Context: an optimization exercise on an open-source flow, tuned for small area, a short achievable clock period and few clock cycles per item. The choices shown serve that exercise and are no tape-out recipe.
Function was checked by simulation only, so behaviour that the tests miss may differ from the original.
Power figures rest on the tool's default switching activity, not on a simulated workload.

Design mmult, start of the top module:
module mmult(
    input clk,
    input reset_n,
    input enable,
    input [0:9*8-1] A_mat,
    input [0:9*8-1] B_mat,
    output valid,
    output [0:9*17-1] C_mat
);
    reg [0:71] A, B;
    reg [1:0] cnt;
    wire load = !enable || !reset_n;
    assign valid = cnt[1] & cnt[0];
    reg [0:152] S;
    reg [0:8] K;
    wire [7:0] a0 = A[0:7];
    wire [7:0] a1 = A[24:31];
    wire [7:0] a2 = A[48:55];
    wire [7:0] b0 = B[0:7];
    wire [7:0] b1 = B[8:15];
    wire [7:0] b2 = B[16:23];
    wire [16:0] acc0 = S[0:16];
    wire [0:0] k0 = K[0:0];
    wire c00_p0_0 = ~a0[0] & ~b0[0];
    wire c00_p0_1 = ~a0[0] & ~b0[1];
    wire c00_p0_2 = ~a0[0] & ~b0[2];
    wire c00_p0_3 = ~a0[0] & ~b0[3];
    wire c00_p0_4 = ~a0[0] & ~b0[4];
    wire c00_p0_5 = ~a0[0] & ~b0[5];
    wire c00_p0_6 = ~a0[0] & ~b0[6];
    wire c00_p0_7 = ~a0[0] & ~b0[7];
    wire c00_p1_0 = ~a0[1] & ~b0[0];
    wire c00_p1_1 = ~a0[1] & ~b0[1];
    wire c00_p1_2 = ~a0[1] & ~b0[2];
    wire c00_p1_3 = ~a0[1] & ~b0[3];
    wire c00_p1_4 = ~a0[1] & ~b0[4];
    wire c00_p1_5 = ~a0[1] & ~b0[5];
    wire c00_p1_6 = ~a0[1] & ~b0[6];
    wire c00_p1_7 = ~a0[1] & ~b0[7];
    wire c00_p2_0 = ~a0[2] & ~b0[0];
    wire c00_p2_1 = ~a0[2] & ~b0[1];
    wire c00_p2_2 = ~a0[2] & ~b0[2];
    wire c00_p2_3 = ~a0[2] & ~b0[3];
    wire c00_p2_4 = ~a0[2] & ~b0[4];
    wire c00_p2_5 = ~a0[2] & ~b0[5];
  ...
Settings: LEC_CHECK=0, CAP_MARGIN=20, CORE_MARGIN=2, CORE_UTILIZATION=40, CTS_CLUSTER_DIAMETER=150, CTS_CLUSTER_SIZE=20, SLEW_MARGIN=20; clock period 11.0 ns.
standard.sh (not shown) runs the stock make flow with config.mk's settings and CLKGATE_MAP_FILE= SYNTH_SCRIPT=/design/flow/synth_recipe.tcl, a recipe that flattens the netlist after the stock synthesis.
==> flow/flow/run.sh <==
#!/bin/bash
# Standard layout, with these changes: Yosys's "abc -fast" pre-pass is skipped
# (so the full adders extract with clean polarity), the port buffers are the
# smallest plain buffer instead of the delay buffer buffer_ports picks, and
# timing repair aims for 6.6 ns of setup slack instead of 0.
export SYNTH_ARGS=-noabc
export BUFFER_PORTS_ARGS="-buffer_cell sky130_fd_sc_hd__buf_1"
export SETUP_SLACK_MARGIN=6.6
bash standard.sh > standard.log 2>&1
Testbench counts at the start, summed over its fixed seeds: cycles 2,048, items 512.
Change:
--- a/flow/flow/run.sh
+++ b/flow/flow/run.sh
@@ -5 +5 @@
-# timing repair aims for 6.6 ns of setup slack instead of 0.
+# timing repair aims for 6.9 ns of setup slack instead of 0.
@@ -8 +8 @@
-export SETUP_SLACK_MARGIN=6.6
+export SETUP_SLACK_MARGIN=6.9
- CORE_UTILIZATION: 40 -> 50
What happened: The changed run went through all stages and came out clean; worst setup slack is better by 250 ps; routed wire length is about the same; power came out higher by 1.6%; worst hold slack gets better by 13 ps.
Change:
- CORE_UTILIZATION: 50 -> 40
Effect: The changed run completed without violations. Total power hardly moves. Hold slack is worse by 13 ps. First-iteration DRC count came out higher by 6.6%. Sequential power barely changes. Combinational power is about the same. Synthesized area stays the same. Final area came out higher by 1.1%. Register-to-register slack is worse by 30 ps. Routed wire length came out higher by 1.2%. Core utilization came out lower by 10 points. Fmax came out higher by 0.77%.


mmult, a different RTL version from the one above (not shown whole).
For scale: roughly 300 flip-flops, about 300 I/O pins, ~27000 um2 of cells after synthesis.
==> flow/config.mk <==
export PLATFORM = sky130hd
export DESIGN_NAME = mmult
export DESIGN_NICKNAME = mmult
export VERILOG_FILES = /design/flow/design.v
export SDC_FILE = /design/flow/constraint.sdc
export NUM_CORES = 4
export LEC_CHECK = 0
export CAP_MARGIN = 20
export CORE_MARGIN = 2
export CORE_UTILIZATION = 40
export SLEW_MARGIN = 20
==> flow/constraint.sdc <==
create_clock -name core_clock -period 11.0 [get_ports {clk}]
set_input_delay 2.2000 -clock core_clock [delete_from_list [all_inputs] [get_ports {clk}]]
set_output_delay 2.2000 -clock core_clock [all_outputs]
set_load 0.01 [all_outputs]
==> flow/flow/run.sh <==
#!/bin/bash
# Standard layout, with these changes: Yosys's "abc -fast" pre-pass is skipped
# (so the full adders extract with clean polarity), the port buffers are the
# smallest plain buffer instead of the delay buffer buffer_ports picks, and
# timing repair aims for 6.6 ns of setup slack instead of 0.
export SYNTH_ARGS=-noabc
export BUFFER_PORTS_ARGS="-buffer_cell sky130_fd_sc_hd__buf_1"
export SETUP_SLACK_MARGIN=6.6
bash standard.sh > standard.log 2>&1
Testbench counts at the start, summed over its fixed seeds: cycles 2,048, items 512.
==> next run, changes <==
--- a/flow/config.mk
+++ b/flow/config.mk
@@ -10,2 +10,4 @@
 export CORE_UTILIZATION = 40
+export CTS_CLUSTER_DIAMETER = 150
+export CTS_CLUSTER_SIZE = 20
 export SLEW_MARGIN = 20
Effect: Fmax barely changes; sequential share of layout area rises by 0.51 points; cell count falls by 1.0%; core utilization falls by 1.1 points; combinational power is about the same.
==> next run, changes <==
--- a/flow/config.mk
+++ b/flow/config.mk
@@ -9,3 +9,3 @@
 export CORE_MARGIN = 2
-export CORE_UTILIZATION = 40
+export CORE_UTILIZATION = 55
 export CTS_CLUSTER_DIAMETER = 150
Result: Cell count falls by a few percent. Clock power fell slightly. Synthesized cell count does not change.
==> next run, changes <==
--- a/flow/flow/run.sh
+++ b/flow/flow/run.sh
@@ -4,6 +4,6 @@
 # smallest plain buffer instead of the delay buffer buffer_ports picks, and
-# timing repair aims for 6.6 ns of setup slack instead of 0.
+# timing repair aims for 6.7 ns of setup slack instead of 0.
 export SYNTH_ARGS=-noabc
 export BUFFER_PORTS_ARGS="-buffer_cell sky130_fd_sc_hd__buf_1"
-export SETUP_SLACK_MARGIN=6.6
+export SETUP_SLACK_MARGIN=6.7
 bash standard.sh > standard.log 2>&1
--- a/flow/config.mk
+++ b/flow/config.mk
@@ -9,3 +9,3 @@
 export CORE_MARGIN = 2
-export CORE_UTILIZATION = 55
+export CORE_UTILIZATION = 40
 export CTS_CLUSTER_DIAMETER = 150
The changed run produced a clean layout.
Utilization goes down by 16 points.
Die area went up by 37%.
Final area climbs by 2.2%.
Synthesized cell count stays the same.
Flip-flop and latch count stays the same.
Hold slack gains 0.0091 ns.
Non-clock buffer count rose by 8.
Cell count climbs by 5.7%.
Total power goes up by 1.2%.
Area after synthesis is unchanged.
Setup slack improved by 0.061 ns.
==> next run, changes <==
--- a/flow/flow/run.sh
+++ b/flow/flow/run.sh
@@ -4,6 +4,6 @@
 # smallest plain buffer instead of the delay buffer buffer_ports picks, and
-# timing repair aims for 6.7 ns of setup slack instead of 0.
+# timing repair aims for 7.0 ns of setup slack instead of 0.
 export SYNTH_ARGS=-noabc
 export BUFFER_PORTS_ARGS="-buffer_cell sky130_fd_sc_hd__buf_1"
-export SETUP_SLACK_MARGIN=6.7
+export SETUP_SLACK_MARGIN=7.0
 bash standard.sh > standard.log 2>&1
After rerunning: The changed run completed without violations; sequential cell count does not change; power rose by 23%; area after synthesis does not change; maximum frequency came out higher by 3.8%; clock-buffer cell count falls by 1.
==> next run, changes <==
--- a/flow/flow/run.sh
+++ b/flow/flow/run.sh
@@ -4,6 +4,6 @@
 # smallest plain buffer instead of the delay buffer buffer_ports picks, and
-# timing repair aims for 7.0 ns of setup slack instead of 0.
+# timing repair aims for 6.6 ns of setup slack instead of 0.
 export SYNTH_ARGS=-noabc
 export BUFFER_PORTS_ARGS="-buffer_cell sky130_fd_sc_hd__buf_1"
-export SETUP_SLACK_MARGIN=7.0
+export SETUP_SLACK_MARGIN=6.6
 bash standard.sh > standard.log 2>&1
--- a/flow/config.mk
+++ b/flow/config.mk
@@ -10,4 +10,5 @@
 export CORE_UTILIZATION = 40
-export CTS_CLUSTER_DIAMETER = 150
-export CTS_CLUSTER_SIZE = 20
+export CTS_BUF_LIST = sky130_fd_sc_hd__clkbuf_8
+export CTS_CLUSTER_DIAMETER = 60
+export CTS_CLUSTER_SIZE = 10
 export SLEW_MARGIN = 20
Synthesized cell count is unchanged.
Via count drops by 4.7%.
Flip-flop and latch count stays the same.
Total power drops by 19%.
Cell area drops by 12%.
Cell count drops by 1.6%.
Worst setup slack got worse by 0.24 ns.
Area after synthesis is unchanged.
Routed wire length drops by 15%.
Count of clock-buffer cells in the layout climbs by 20.


== try-ember ==
Another version of the RTL of mmult (not shown whole).
Size in the first run: ~2900 cells after synthesis, ~300 flip-flops, roughly 300 I/O pins, roughly 29000 sq um of cells after synthesis.
clock: 11.0 ns
lec_check: 0
cap_margin: 20
core_margin: 2
core_utilization: 40
slew_margin: 20
==> flow/flow/run.sh <==
#!/bin/bash
# Standard layout, with these changes: Yosys's "abc -fast" pre-pass is skipped
# (so the full adders extract with clean polarity), the port buffers are the
# smallest plain buffer instead of the delay buffer buffer_ports picks, and
# timing repair aims for 6.0 ns of setup slack instead of 0.
export SYNTH_ARGS=-noabc
export BUFFER_PORTS_ARGS="-buffer_cell sky130_fd_sc_hd__buf_1"
export SETUP_SLACK_MARGIN=6.0
bash standard.sh > standard.log 2>&1
try-ember: full flow OK, the timing, design-rule and antenna checks passed
Testbench counts of try-ember, summed over its fixed seeds: cycles 2,048, items 512.
Input-level comparison between try-amber and try-ember:
==> flow/flow/run.sh <==
#!/bin/bash
# Standard layout (the standard.sh), with these changes:
# - Yosys's "abc -fast" pre-pass is skipped, so the full adders extract with
#   clean polarity (no inverters between them);
# - the port buffers are the smallest plain buffer instead of the delay buffer
#   buffer_ports picks;
# - timing repair aims for 0 ns of setup slack in floorplan and 7.5 ns after
#   placement, instead of 0. The clock, period and constraints are unchanged.
# After placement the repair only uses these moves: unbuffer,sizeup,swap.
set -e
export SYNTH_ARGS=-noabc
export BUFFER_PORTS_ARGS="-buffer_cell sky130_fd_sc_hd__buf_1"
export SETUP_SLACK_MARGIN=0
bash standard.sh synth floorplan > standard_synth_floorplan.log 2>&1
export SETUP_SLACK_MARGIN=7.5
export SETUP_MOVE_SEQUENCE=unbuffer,sizeup,swap
bash standard.sh > standard.log 2>&1
==> comparison <==
Global-route wire length before repair for try-amber is higher than for try-ember.
Reported leakage power grows by a few percent when moving from try-ember to try-amber.
Comparing try-amber and try-ember, the lower time the final worst path needs with I/O delays and setup is on try-amber.
For try-amber, the worst setup path startpoint was A[53], unlike try-ember, where it was A[4].
> inputs changed (try-amber -> try-delta)
==> flow/flow/run.sh <==
#!/bin/bash
# Standard layout, with these changes: Yosys's "abc -fast" pre-pass is skipped
# (so the full adders extract with clean polarity), the port buffers are the
# smallest plain buffer instead of the delay buffer buffer_ports picks, and
# timing repair aims for 6.5 ns of setup slack instead of 0.
export SYNTH_ARGS=-noabc
export BUFFER_PORTS_ARGS="-buffer_cell sky130_fd_sc_hd__buf_1"
export SETUP_SLACK_MARGIN=6.5
bash standard.sh > standard.log 2>&1
Notes after the runs:
- The startpoint of the most critical setup path comes out A[53] in one run and A[29] in the other, namely in try-amber and try-delta respectively.
- Post-route clock period utilization in try-delta is 1.5 points above try-amber.
- In try-delta the clock period minus final worst setup slack turned out 170 ps higher than in try-amber.
- try-delta completed; timing, DRC and antenna clean
- try-amber completed end to end with timing, DRC and antenna clean.
- Relative to try-amber, the setup slack of try-delta is lower by 170 ps.
- Per the comparison of try-delta with try-amber, post-synthesis to final-layout area growth dropped 10 points; post-route antenna net violation count barely changed; layout cell share with drive strength beyond 1 dropped 14 points.
diff inputs: try-delta => try-nickel
--- a/flow/config.mk
+++ b/flow/config.mk
@@ -9,3 +9,3 @@
 export CORE_MARGIN = 2
-export CORE_UTILIZATION = 40
+export CORE_UTILIZATION = 60
 export SLEW_MARGIN = 20
Notes after the runs:
try-nickel: routing usage on met3 1.8 points above try-delta
The global-route usage in try-nickel sits 9.6 points above the value recorded for try-delta.
try-nickel reports a lower global-route wire length before repair than try-delta does.
In try-nickel, vertical extent of the die is lower than in try-delta.
The global-route met1 utilization number comes out higher for try-nickel vs try-delta.
Compared with try-delta, in try-nickel overall via count from detail_route increased about 1.5%, count of clock-buffer cells in the layout shrank by 6, share of the core filled with cells in the final layout now larger.


Another version of the RTL of mmult (not shown whole).
For scale: roughly 2,900 cells after synthesis, ~300 flip-flops, ~27,000 um^2 of cells after synthesis.
clock: 11.0 ns
lec_check: 0
cap_margin: 20
core_margin: 2
core_utilization: 40
cts_cluster_diameter: 130
cts_cluster_size: 18
slew_margin: 20
==> flow/flow/run.sh <==
#!/bin/bash
# Standard layout, with these changes: Yosys's "abc -fast" pre-pass is skipped
# (so the full adders extract with clean polarity), the port buffers are the
# smallest plain buffer instead of the delay buffer buffer_ports picks, and
# timing repair aims for 6.6 ns of setup slack instead of 0.
export SYNTH_ARGS=-noabc
export BUFFER_PORTS_ARGS="-buffer_cell sky130_fd_sc_hd__buf_1"
export SETUP_SLACK_MARGIN=6.6
bash standard.sh > standard.log 2>&1
Testbench counts at the start, summed over its fixed seeds: cycles 2,048, items 512.
Next try:
--- a/flow/flow/run.sh
+++ b/flow/flow/run.sh
@@ -5 +5 @@
-# timing repair aims for 6.6 ns of setup slack instead of 0.
+# timing repair aims for 6.7 ns of setup slack instead of 0.
@@ -8 +8 @@
-export SETUP_SLACK_MARGIN=6.6
+export SETUP_SLACK_MARGIN=6.7
CTS_CLUSTER_DIAMETER = 150   (was 130)
CTS_CLUSTER_SIZE = 20   (was 18)
Effect:
- worst setup slack gets better by 0.025 ns
- core utilization climbs by 0.46 points
- design area climbs by about 1%
- die area stays the same
- final cell count climbs by about 0.33%
- total power climbs by about 0.43%
- wire length climbs by 2.4%
Next try:
--- a/flow/flow/run.sh
+++ b/flow/flow/run.sh
@@ -5 +5 @@
-# timing repair aims for 6.7 ns of setup slack instead of 0.
+# timing repair aims for 6.6 ns of setup slack instead of 0.
@@ -8 +8 @@
-export SETUP_SLACK_MARGIN=6.7
+export SETUP_SLACK_MARGIN=6.6
Outcome:
- The changed run completed with no timing, DRC or antenna violations
- cell count fell by 0.40%
- via count decreases by 0.64%
- power shrinks by 1.1%
- die area does not change
- hold slack is about the same
- critical path depth came out higher by 1
- setup slack is about the same
- clock-buffer cell count does not change


RTL: one of the versions met above, not the one the previous note started from.
Size in the first run: about 2,900 cells after synthesis, about 0.029 mm² of cells after synthesis.
Settings: LEC_CHECK=0, CAP_MARGIN=20, CORE_MARGIN=2, CORE_UTILIZATION=40, SLEW_MARGIN=20; clock period 11.0 ns.
==> flow/flow/run.sh <==
#!/bin/bash
# Standard layout, with two changes: Yosys's "abc -fast" pre-pass is skipped
# (so the full adders extract with clean polarity) and the port buffers are
# the smallest plain buffer instead of the delay buffer buffer_ports picks.
cp standard.sh standard_sh.txt
cp config.mk config_mk.txt
export SYNTH_ARGS=-noabc
export BUFFER_PORTS_ARGS="-buffer_cell sky130_fd_sc_hd__buf_1"
bash standard.sh > standard.log 2>&1
The starting point went through all stages and came out clean.
Testbench counts at the start, summed over its fixed seeds: cycles 2,048, items 512.
Next try:
==> flow/flow/run.sh (replaced) <==
#!/bin/bash
# Standard layout, with these changes: Yosys's "abc -fast" pre-pass is skipped
# (so the full adders extract with clean polarity), the port buffers are the
# smallest plain buffer instead of the delay buffer buffer_ports picks, and
# timing repair aims for 6.5 ns of setup slack instead of 0.
export SYNTH_ARGS=-noabc
export BUFFER_PORTS_ARGS="-buffer_cell sky130_fd_sc_hd__buf_1"
export SETUP_SLACK_MARGIN=6.5
bash standard.sh > standard.log 2>&1
ABC_AREA = 1   (was default)
The new run completed without violations.
Total power is higher by a little under a tenth.
Worst hold slack is about the same.
Design area went up by roughly a tenth.
Via count climbs by about a fifth.
Next try:
==> flow/flow/run.sh (replaced) <==
#!/bin/bash
# Standard layout, with these changes: Yosys's "abc -fast" pre-pass is skipped
# (so the full adders extract with clean polarity), the port buffers are the
# smallest plain buffer instead of the delay buffer buffer_ports picks, and
# timing repair aims for 7.0 ns of setup slack instead of 0.
export SYNTH_ARGS=-noabc
export BUFFER_PORTS_ARGS="-buffer_cell sky130_fd_sc_hd__buf_1"
export SETUP_SLACK_MARGIN=7.0
bash standard.sh > standard.log 2>&1
ABC_AREA = default   (was 1)
What happened:
- core utilization went up by 4.5 points
- clock skew falls by 0.026 ns
- first-iteration DRC count falls by 13%
Next try:
==> flow/flow/run.sh (replaced) <==
#!/bin/bash
# Standard layout, with these changes: Yosys's "abc -fast" pre-pass is skipped
# (so the full adders extract with clean polarity), the port buffers are the
# smallest plain buffer instead of the delay buffer buffer_ports picks, and
# timing repair aims for 6.6 ns of setup slack instead of 0.
export SYNTH_ARGS=-noabc
export BUFFER_PORTS_ARGS="-buffer_cell sky130_fd_sc_hd__buf_1"
export SETUP_SLACK_MARGIN=6.6
bash standard.sh > standard.log 2>&1
CTS_CLUSTER_DIAMETER = 150   (was default)
CTS_CLUSTER_SIZE = 20   (was default)
What happened:
- critical path depth grows by 1
- core utilization shrinks by 5.5 points
- maximum frequency shrinks by 4.6%
- power shrinks by 24%
- register-to-register slack degrades by 0.20 ns
- clock-buffer cell count shrinks by 23
- worst setup slack degrades by 0.20 ns
- clock power shrinks by 41%
- final area shrinks by 11%
- sequential share of layout area grows by 2.0 points

## what the ideal ports hide
Ports are ideal in the flow. The routed layouts listed here were re-timed in OpenROAD.
Step 1 (the two cells are an assumption about what drives the block):
set clk [get_ports {clk}]
set_driving_cell -lib_cell sky130_fd_sc_hd__clkbuf_16 $clk
set_driving_cell -lib_cell sky130_fd_sc_hd__buf_2 [delete_from_list [all_inputs] $clk]
Step 2 adds t to the input delays and takes it off the output delays; t is the mean of the earliest and latest rising clock arrival at the registers after step 1. Input paths then give back, and output paths get back, about the clock's delay inside the block.
Three values: ideal, step 1, step 2; two values: the first two.
| run | t (ns) | setup slack, ns | worst setup path at the end | pins driven straight from the clock port |
|---|---|---|---|---|
| the first run of note 1 | 0.617 | 6.712 / 6.648 / 6.480 | input to register | 1 |
| the second run of note 1 | 0.603 | 6.960 / 6.901 / 6.478 | input to register | 1 |
| the third run of note 1 | 0.623 | 6.991 / 6.925 / 6.464 | input to register | 1 |
| the first run of note 2 | 0.619 | 6.751 / 6.751 / 6.467 | input to register | 1 |
| the second run of note 2 | 0.604 | 6.739 / 6.739 / 6.491 | input to register | 1 |
| the third run of note 2 | 0.605 | 6.724 / 6.724 / 6.188 | input to register | 1 |
| the fourth run of note 2 | 0.607 | 6.785 / 6.785 / 6.503 | input to register | 1 |
| the fifth run of note 2 | 0.617 | 6.941 / 6.941 / 6.620 | input to register | 1 |
| the sixth run of note 2 | 0.696 | 6.700 / 6.700 / 6.500 | input to register | 1 |
| try-ember | 0.642 | 6.270 / 6.270 / 5.994 | input to register | 1 |
| try-amber | 0.640 | 6.874 / 6.874 / 6.654 | input to register | 1 |
| try-delta | 0.640 | 6.707 / 6.707 / 6.134 | input to register | 1 |
| try-nickel | 0.624 | 6.674 / 6.674 / 6.248 | input to register | 1 |
| the first run of note 4 | 0.629 | 6.769 / 6.769 / 6.360 | input to register | 1 |
| the second run of note 4 | 0.613 | 6.794 / 6.794 / 6.346 | input to register | 1 |
| the third run of note 4 | 0.613 | 6.796 / 6.796 / 6.363 | input to register | 1 |
| the first run of note 5 | 0.641 | 6.092 / 6.092 / 6.015 | input to register | 1 |
| the second run of note 5 | 0.655 | 6.820 / 6.820 / 6.356 | input to register | 1 |
| the third run of note 5 | 0.624 | 6.923 / 6.923 / 6.511 | input to register | 1 |
| the fourth run of note 5 | 0.617 | 6.727 / 6.727 / 6.266 | input to register | 1 |
After both steps setup and hold are still met in every run listed. For try-delta, which loses most, drivers alone change the setup slack by 0.000 ns; drivers and shift together by -0.573 ns.
